What follows belongs to an exercise in optimizing a design on an open flow for small area, a short achievable clock period and few clock cycles; a production flow would make more cautious choices.
RTL that was checked went through simulation tests only; none was proved equivalent to the original.
Power figures rest on the tool's default switching activity, not on a simulated workload.

==> 10-04 <==
// booth_multiplier
module booth_multiplier(clk, reset_n, multiplier, multiplicand, op_start, op_clear, op_done, result);
clock: 5.5 ns
lec_check: 0
abc_clock_period_in_ps: 2500
cap_margin: 20
core_margin: 2
core_utilization: 50
place_density: 0.65
setup_slack_margin: 2.6
slew_margin: 20
synth_hierarchical: 1
standard.sh (not shown) runs the stock make flow with config.mk's settings and CLKGATE_MAP_FILE= SYNTH_SCRIPT=/design/flow/synth_recipe.tcl, a recipe that flattens the netlist after the stock synthesis.
==> flow/flow/run.sh <==
#!/bin/bash
# The standard synthesis and layout, with the port buffers the standard flow's flow adds made from
# sky130_fd_sc_hd__buf_1 instead of the cell buffer_ports picks by itself.
set -euo pipefail
bash standard.sh synth > synth.log 2>&1
export BUFFER_PORTS_ARGS="-buffer_cell sky130_fd_sc_hd__buf_1"
bash standard.sh > layout.log 2>&1
==> 02-26: changes against 10-04 <==
==> flow/flow/run.sh (replaced) <==
#!/bin/bash
# The standard synthesis and layout, with the port buffers the standard flow's flow adds made from
# sky130_fd_sc_hd__buf_1 instead of the cell buffer_ports picks by itself, and ORFS's
# power recovery (downsizing gates off the critical paths) after global routing.
set -euo pipefail
bash standard.sh synth > synth.log 2>&1
export BUFFER_PORTS_ARGS="-buffer_cell sky130_fd_sc_hd__buf_1"
export RECOVER_POWER=50
bash standard.sh > layout.log 2>&1
- SETUP_SLACK_MARGIN: 2.6 -> 2.5
==> 09-02: changes against 10-04 <==
- CORE_UTILIZATION: 50 -> 60
- PLACE_DENSITY: 0.65 -> 0.72
- SETUP_SLACK_MARGIN: 2.6 -> 2.5
==> 01-06: changes against 10-04 <==
- SETUP_SLACK_MARGIN: 2.6 -> 2.4
==> run notes <==
|  | 01-06 | 10-04 | 02-26 | 09-02 |
|---|---|---|---|---|
| Number of global-route vias before repair | 17780 | 18120 | 17910 | 18250 |
| Detailed route wirelength on metal2 | 32.74 mm | 31.72 mm | 30.99 mm | 30.64 mm |
| Total length of routed met3 wires | 5.052 mm | 4.730 mm | 4.436 mm | 6.482 mm |
| Fin Clk Skew | 0.01154 ns | 0.02726 ns | 0.01364 ns | 0.02423 ns |
| Clock edge transition at the registers on the reported setup and hold paths | 0.06 ns | 0.06 ns | 0.07 ns | 0.06 ns |
| Gpl congestion | 0.9019 | 0.9183 | 0.8913 | 0.9149 |
| Number of standard cells in the final layout excluding fillers | 2967 | 2998 | 2972 | 2844 |
| Status | finished clean | finished clean | complete, but fails checks | finished clean |
| Reasons for failing layout checks | - | - | max-capacitance violations, max-slew violations | - |
| Worst reg-to-reg setup slack | 2.49 ns | 2.62 ns | 1.80 ns | 2.55 ns |
| Clk. pwr | 1.96 mW | 1.80 mW | 1.77 mW | 1.99 mW |
| P_sw | 6.555 mW | 6.816 mW | 6.618 mW | 6.837 mW |
| Critical Path Fanout Max | 8 | 8 | 27 | 8 |
| Post-route minimum period | 3.072 ns | 2.910 ns | 3.702 ns | 2.968 ns |
| Internal power | 7.919 mW | 8.078 mW | 7.882 mW | 8.185 mW |
| Wire length of the first global-routing pass | 102.1 mm | 103.6 mm | 102.7 mm | 102.4 mm |
| Detailed Routing Iterations Pass 1 | 6 | 6 | 8 | 7 |
Testbench counts of 10-04, summed over its fixed seeds: cycles 4,224.
Testbench counts of 02-26, summed over its fixed seeds: cycles 4,224.
Testbench counts of 09-02, summed over its fixed seeds: cycles 4,224.
Testbench counts of 01-06, summed over its fixed seeds: cycles 4,224.

* * *

==> inputs of build 76 <==
Starting RTL as in the previous note.
==> flow/design.v (excerpt) <==
module booth_multiplier(clk, reset_n, multiplier, multiplicand, op_start, op_clear, op_done, result);
clock: 5.5 ns
lec_check: 0
abc_clock_period_in_ps: 2500
cap_margin: 20
core_margin: 2
core_utilization: 50
place_density: 0.65
setup_slack_margin: 2.5
slew_margin: 20
synth_hierarchical: 1
==> flow/flow/run.sh <==
#!/bin/bash
# The standard synthesis and layout, with the port buffers the standard flow's flow adds made from
# sky130_fd_sc_hd__buf_1 instead of the cell buffer_ports picks by itself.
set -euo pipefail
bash standard.sh synth > synth.log 2>&1
export BUFFER_PORTS_ARGS="-buffer_cell sky130_fd_sc_hd__buf_1"
bash standard.sh > layout.log 2>&1
==> inputs of trial 32, as changes to build 76 <==
--- a/flow/design.v
+++ b/flow/design.v
@@ -3,10 +3,11 @@
 	input [63:0] multiplier, multiplicand;
 	output op_done;
 	output [127:0] result;
 	reg run, done;
 	reg [3:0] cnt;
+	reg [63:0] a;             
 	reg [3:0] one, two, neg;  
 	reg [65:0] S, C;         
 	reg [7:0] L0, L1;       
 	reg lc;                    
 	reg [63:0] rlo;            
@@ -42,12 +43,12 @@
 			one_n[i] = chunk[2*i+1] ^ chunk[2*i];
 			two_n[i] = (chunk[2*i+2] & ~chunk[2*i+1] & ~chunk[2*i]) | (~chunk[2*i+2] & chunk[2*i+1] & chunk[2*i]);
 			neg_n[i] = chunk[2*i+2];
 		end
 	end
-	wire [64:0] ae = {multiplicand[63], multiplicand};
-	wire [65:0] ae1 = {multiplicand[63], multiplicand, 1'b0};
+	wire [64:0] ae = {a[63], a};
+	wire [65:0] ae1 = {a[63], a, 1'b0};
 	wire [65:0] pp0;
 	assign pp0[64:0] = (({65{one[0]}} & ae) | ({65{two[0]}} & ae1[64:0])) ^ {65{neg[0]}};
 	assign pp0[65] = ~pp0[64];
 	wire [65:0] pp1;
 	assign pp1[64:0] = (({65{one[1]}} & ae) | ({65{two[1]}} & ae1[64:0])) ^ {65{neg[1]}};
@@ -1304,10 +1305,11 @@
 	assign full[68] = xp[68] ^ pg6_68_g;
 	assign full[69] = ~(xp[69] ^ pg6_69_g);
 	assign full[70] = ~(xp[70] ^ pg6_70_g);
 	assign full[71] = xp[71] ^ pg6_71_g;
 	always @(posedge clk) begin
+		a <= multiplicand;
 		one <= one_n;
 		two <= two_n;
 		neg <= neg_n;
 		cnt <= run ? cnt + {3'b0, ~last} : 4'd0;
 		if (step) begin
--- a/flow/config.mk
+++ b/flow/config.mk
@@ -8,8 +8,8 @@
 export ABC_CLOCK_PERIOD_IN_PS = 2500
 export CAP_MARGIN = 20
 export CORE_MARGIN = 2
 export CORE_UTILIZATION = 50
 export PLACE_DENSITY = 0.65
-export SETUP_SLACK_MARGIN = 2.5
+export SETUP_SLACK_MARGIN = 3.0
 export SLEW_MARGIN = 20
 export SYNTH_HIERARCHICAL = 1
==> inputs of build 36, as changes to build 76 <==
--- a/flow/config.mk
+++ b/flow/config.mk
@@ -6,10 +6,10 @@
 export NUM_CORES = 4
 export LEC_CHECK = 0
 export ABC_CLOCK_PERIOD_IN_PS = 2500
 export CAP_MARGIN = 20
 export CORE_MARGIN = 2
-export CORE_UTILIZATION = 50
-export PLACE_DENSITY = 0.65
+export CORE_UTILIZATION = 55
+export PLACE_DENSITY = 0.75
 export SETUP_SLACK_MARGIN = 2.5
 export SLEW_MARGIN = 20
 export SYNTH_HIERARCHICAL = 1
==> comparison table <==
metric                                                                      build 36                 build 76                 trial 32
Result of the run                                            complete, no violations  complete, no violations  complete, no violations
Flop+latch power                                                           0.00301 W                0.00297 W                0.00368 W
Register area share after synthesis                                            23.2%                    23.2%                    27.3%
Count of multi-input combinational gates                                       1,696                    1,696                    1,698
Critical Setup Path Class                                 primary input to flip-flop   flip-flop to flip-flop   flip-flop to flip-flop
Total number of vias                                                          18,100                   17,400                   19,000
Number of placed instances, taps included                                      2,818                    2,880                    2,955
Clock network power consumption                                            0.00173 W                0.00177 W                0.00248 W
Per-cell via count in the routed design                                         6.21                     5.86                     6.04
Synthesized instance count                                                     2,265                    2,265                    2,329
Starting utilization of the core area                                          55.4%                    50.8%                    50.9%
Die width                                                                     206 um                   216 um                   222 um
Share of power burned in combinational logic                                   67.6%                    67.3%                    64.3%
Highest fanout seen on the critical path                                           8                       15                        7
Wire length per cell                                                         22.7 um                  21.9 um                  24.3 um
Clock buf count                                                                   29                       32                       43
RePlAce Congestion                                                             0.921                    0.891                    0.890
Setup slack after placement                                                  1830 ps                  1770 ps                  1930 ps
Wire length on met3                                                          5480 um                  4590 um                  5940 um
Routed length on met1                                                      26,300 um                27,700 um                30,800 um
CP Depth                                                                           7                        6                        8
Fin area                                                                 24,900 um^2              24,900 um^2              29,800 um^2
Reg-to-reg slack, setup                                                      2540 ps                  2550 ps                  2670 ps
Vertical die dimension                                                        206 um                   216 um                   222 um
Proportion of final cell area spent on non-clock buffers                       7.08%                    7.04%                    9.76%
Testbench counts of build 76, summed over its fixed seeds: cycles 4,224.
Testbench counts of build 36, summed over its fixed seeds: cycles 4,224.
No functional check of the RTL was part of trial 32.

* * *

==> job 5514 <==
booth_multiplier again, from the RTL that the note above started with.
Design booth_multiplier, start of the top module:
module booth_multiplier(clk, reset_n, multiplier, multiplicand, op_start, op_clear, op_done, result);
	input clk, reset_n, op_start, op_clear;
	input [63:0] multiplier, multiplicand;
	output op_done;
	output [127:0] result;
	reg run, done;
	reg [3:0] cnt;
	reg [3:0] one, two, neg;  
	reg [65:0] S, C;         
	reg [7:0] L0, L1;       
	reg lc;                    
	reg [63:0] rlo;            
	assign op_done = done;
	assign result = {S[63:0], rlo};
	wire last = (cnt == 4'd8);
	wire step = run & ~last;
	always @(posedge clk or negedge reset_n) begin
		if (!reset_n) begin
			run <= 1'b0;
			done <= 1'b0;
		end else if (op_clear) begin
			run <= 1'b0;
			done <= 1'b0;
		end else if (!run) begin
			run <= op_start;
		end else if (last) begin
			done <= 1'b1;
		end
	end
	wire [3:0] m = run ? cnt + 4'd1 : 4'd0;
	wire [64:0] bx = {{0{multiplier[63]}}, multiplier, 1'b0};
	reg [8:0] chunk;
	integer i;
	always @(*) begin
		chunk = 9'd0;
		for (i = 0; i < 8; i = i + 1)
			if (m == i) chunk = bx[8*i +: 9];
	end
	reg [3:0] one_n, two_n, neg_n;
	always @(*) begin
		for (i = 0; i < 4; i = i + 1) begin
			one_n[i] = chunk[2*i+1] ^ chunk[2*i];
			two_n[i] = (chunk[2*i+2] & ~chunk[2*i+1] & ~chunk[2*i]) | (~chunk[2*i+2] & chunk[2*i+1] & chunk[2*i]);
			neg_n[i] = chunk[2*i+2];
		end
	end
	wire [64:0] ae = {multiplicand[63], multiplicand};
	wire [65:0] ae1 = {multiplicand[63], multiplicand, 1'b0};
	wire [65:0] pp0;
	assign pp0[64:0] = (({65{one[0]}} & ae) | ({65{two[0]}} & ae1[64:0])) ^ {65{neg[0]}};
	assign pp0[65] = ~pp0[64];
	wire [65:0] pp1;
	assign pp1[64:0] = (({65{one[1]}} & ae) | ({65{two[1]}} & ae1[64:0])) ^ {65{neg[1]}};
	assign pp1[65] = ~pp1[64];
	wire [65:0] pp2;
	assign pp2[64:0] = (({65{one[2]}} & ae) | ({65{two[2]}} & ae1[64:0])) ^ {65{neg[2]}};
	assign pp2[65] = ~pp2[64];
	wire [65:0] pp3;
	assign pp3[64:0] = (({65{one[3]}} & ae) | ({65{two[3]}} & ae1[64:0])) ^ {65{neg[3]}};
	assign pp3[65] = ~pp3[64];
	wire fs0, fc0;
	bm_fa u_fa0(.a(neg[0]), .b(S[0]), .c(C[0]), .s(fs0), .co(fc0));
  ...
clock: 5.5 ns
lec_check: 0
abc_clock_period_in_ps: 2500
cap_margin: 20
core_margin: 2
core_utilization: 50
cts_cluster_diameter: 60
cts_cluster_size: 30
place_density: 0.65
setup_slack_margin: 2.5
slew_margin: 20
synth_hierarchical: 1
Scripts as last shown in full above: flow/flow/run.sh
==> inputs of job 8798, as changes to job 5514 <==
CTS_CLUSTER_DIAMETER = not set   (was 60)
CTS_CLUSTER_SIZE = not set   (was 30)
PLACE_DENSITY = 0.55   (was 0.65)
==> inputs of job 9079, as changes to job 5514 <==
==> flow/run.sh (new file) <==
#!/bin/bash
# synth_recipe.tcl (not shown) runs the flow's synth.tcl, then flattens the netlist and writes it again
# the make line also repeats each setting of config.mk as NAME=value (left out here)
make -C /OpenROAD-flow-scripts/flow DESIGN_CONFIG=/design/flow/config.mk WORK_HOME=/design/flow/orfs CLKGATE_MAP_FILE= SYNTH_SCRIPT=/design/flow/synth_recipe.tcl finish
CTS_CLUSTER_DIAMETER = not set   (was 60)
CTS_CLUSTER_SIZE = not set   (was 30)
removed: flow/flow/run.sh
removed: flow/standard.sh
==> run notes <==
metric                                                                       job 5514                 job 8798                 job 9079
Reg-to-reg critical path endpoint                                               C[45]                    C[48]                    S[63]
CTS clock-pin slew for the worst setup and hold paths                         0.10 ns                  0.06 ns                  0.07 ns
Sum of buffers and inverters on the critical path                                   1                        1                        3
Worst r2r src                                                                  neg[3]                   one[3]                     C[4]
Share of final layout cell area taken by non-clock buffers                     0.0730                   0.0727                    0.122
Worst Path Required                                                           5.95 ns                  5.97 ns                  6.03 ns
WP data arrival                                                               3.37 ns                  3.42 ns                  3.52 ns
Comb power                                                                    9.80 mW                  9.86 mW                  10.2 mW
Post-route worst hold slack                                                  0.285 ns                 0.294 ns                 0.439 ns
Number of ordinary and repair buffers in the finished layout                      323                      323                      325
Non-Filler Cell Area, Final                                                 25100 µm²                25300 µm²                26800 µm²
Result of the run                                             complete, no violations  complete, no violations  complete, no violations
Sequential standard cell area                                                5260 µm²                 5270 µm²                 5270 µm²
Cell Count, Final, Fillers Out                                                   2973                     2980                     2980
Logic depth of the worst register-to-register path                                  6                        7                       15
Crit-path max FO                                                                    8                        8                       16
Number of placed instances with taps included                                    2880                     2888                     2881
Number of CTS-inserted buffers                                                     23                       29                       28
Relative slew margins                                                           0.312                    0.484                    0.485
Insertion delay to the later sink of the worst-skew pair                      0.59 ns                  0.58 ns                  0.60 ns
M2 GR Usage                                                                     0.454                    0.463                    0.470
Setup Skew                                                                  0.0403 ns                0.0186 ns                0.0432 ns
Post-CTS setup buffer count                                                        20                       14                       18
Testbench counts of job 5514, summed over its fixed seeds: cycles 4,224.
Testbench counts of job 8798, summed over its fixed seeds: cycles 4,224.
Testbench counts of job 9079, summed over its fixed seeds: cycles 4,224.

==> afterwards: timing with drivers on the ports <==
Ports are ideal in the flow. The routed layouts listed here were re-timed in OpenROAD.
Step 1 sets driving cells, clkbuf_16 on the clock port and buf_2 on the other inputs (assumed; they add their load-dependent delay and slew).
Step 2 moves the port delays by t, midway between the first and last clock arrival at a register: inputs arrive t later, outputs are due t later. That takes back most of the time a late clock gives input paths.
Three values: no drivers, after step 1, after step 2; two values: the first two.
run	t (ns)	setup slack, ns	hold WS [ns]	pins driven straight from the clock port
10-04	0.628	2.590 / 2.577 / 1.949	0.322 / 0.291 / 0.441	1
02-26	0.622	1.798 / 1.798 / 1.798	0.310 / 0.278 / 0.446	1
09-02	0.616	2.532 / 2.538 / 1.922	0.323 / 0.288 / 0.444	1
01-06	0.607	2.428 / 2.381 / 1.774	0.318 / 0.291 / 0.446	1
build 76	0.623	2.550 / 2.550 / 1.934	0.310 / 0.277 / 0.444	1
trial 32	0.615	2.666 / 2.666 / 2.666	0.322 / 0.287 / 0.441	1
build 36	0.632	2.509 / 2.481 / 1.849	0.301 / 0.268 / 0.441	1
job 5514	0.629	2.580 / 2.585 / 1.955	0.285 / 0.249 / 0.448	1
job 8798	0.633	2.549 / 2.581 / 1.949	0.294 / 0.256 / 0.446	1
job 9079	0.641	2.511 / 2.511 / 1.877	0.439 / 0.439 / 0.439	1
The setup slack of build 36, which loses most, moves by -0.028 ns with the drivers and by -0.660 ns with both steps.
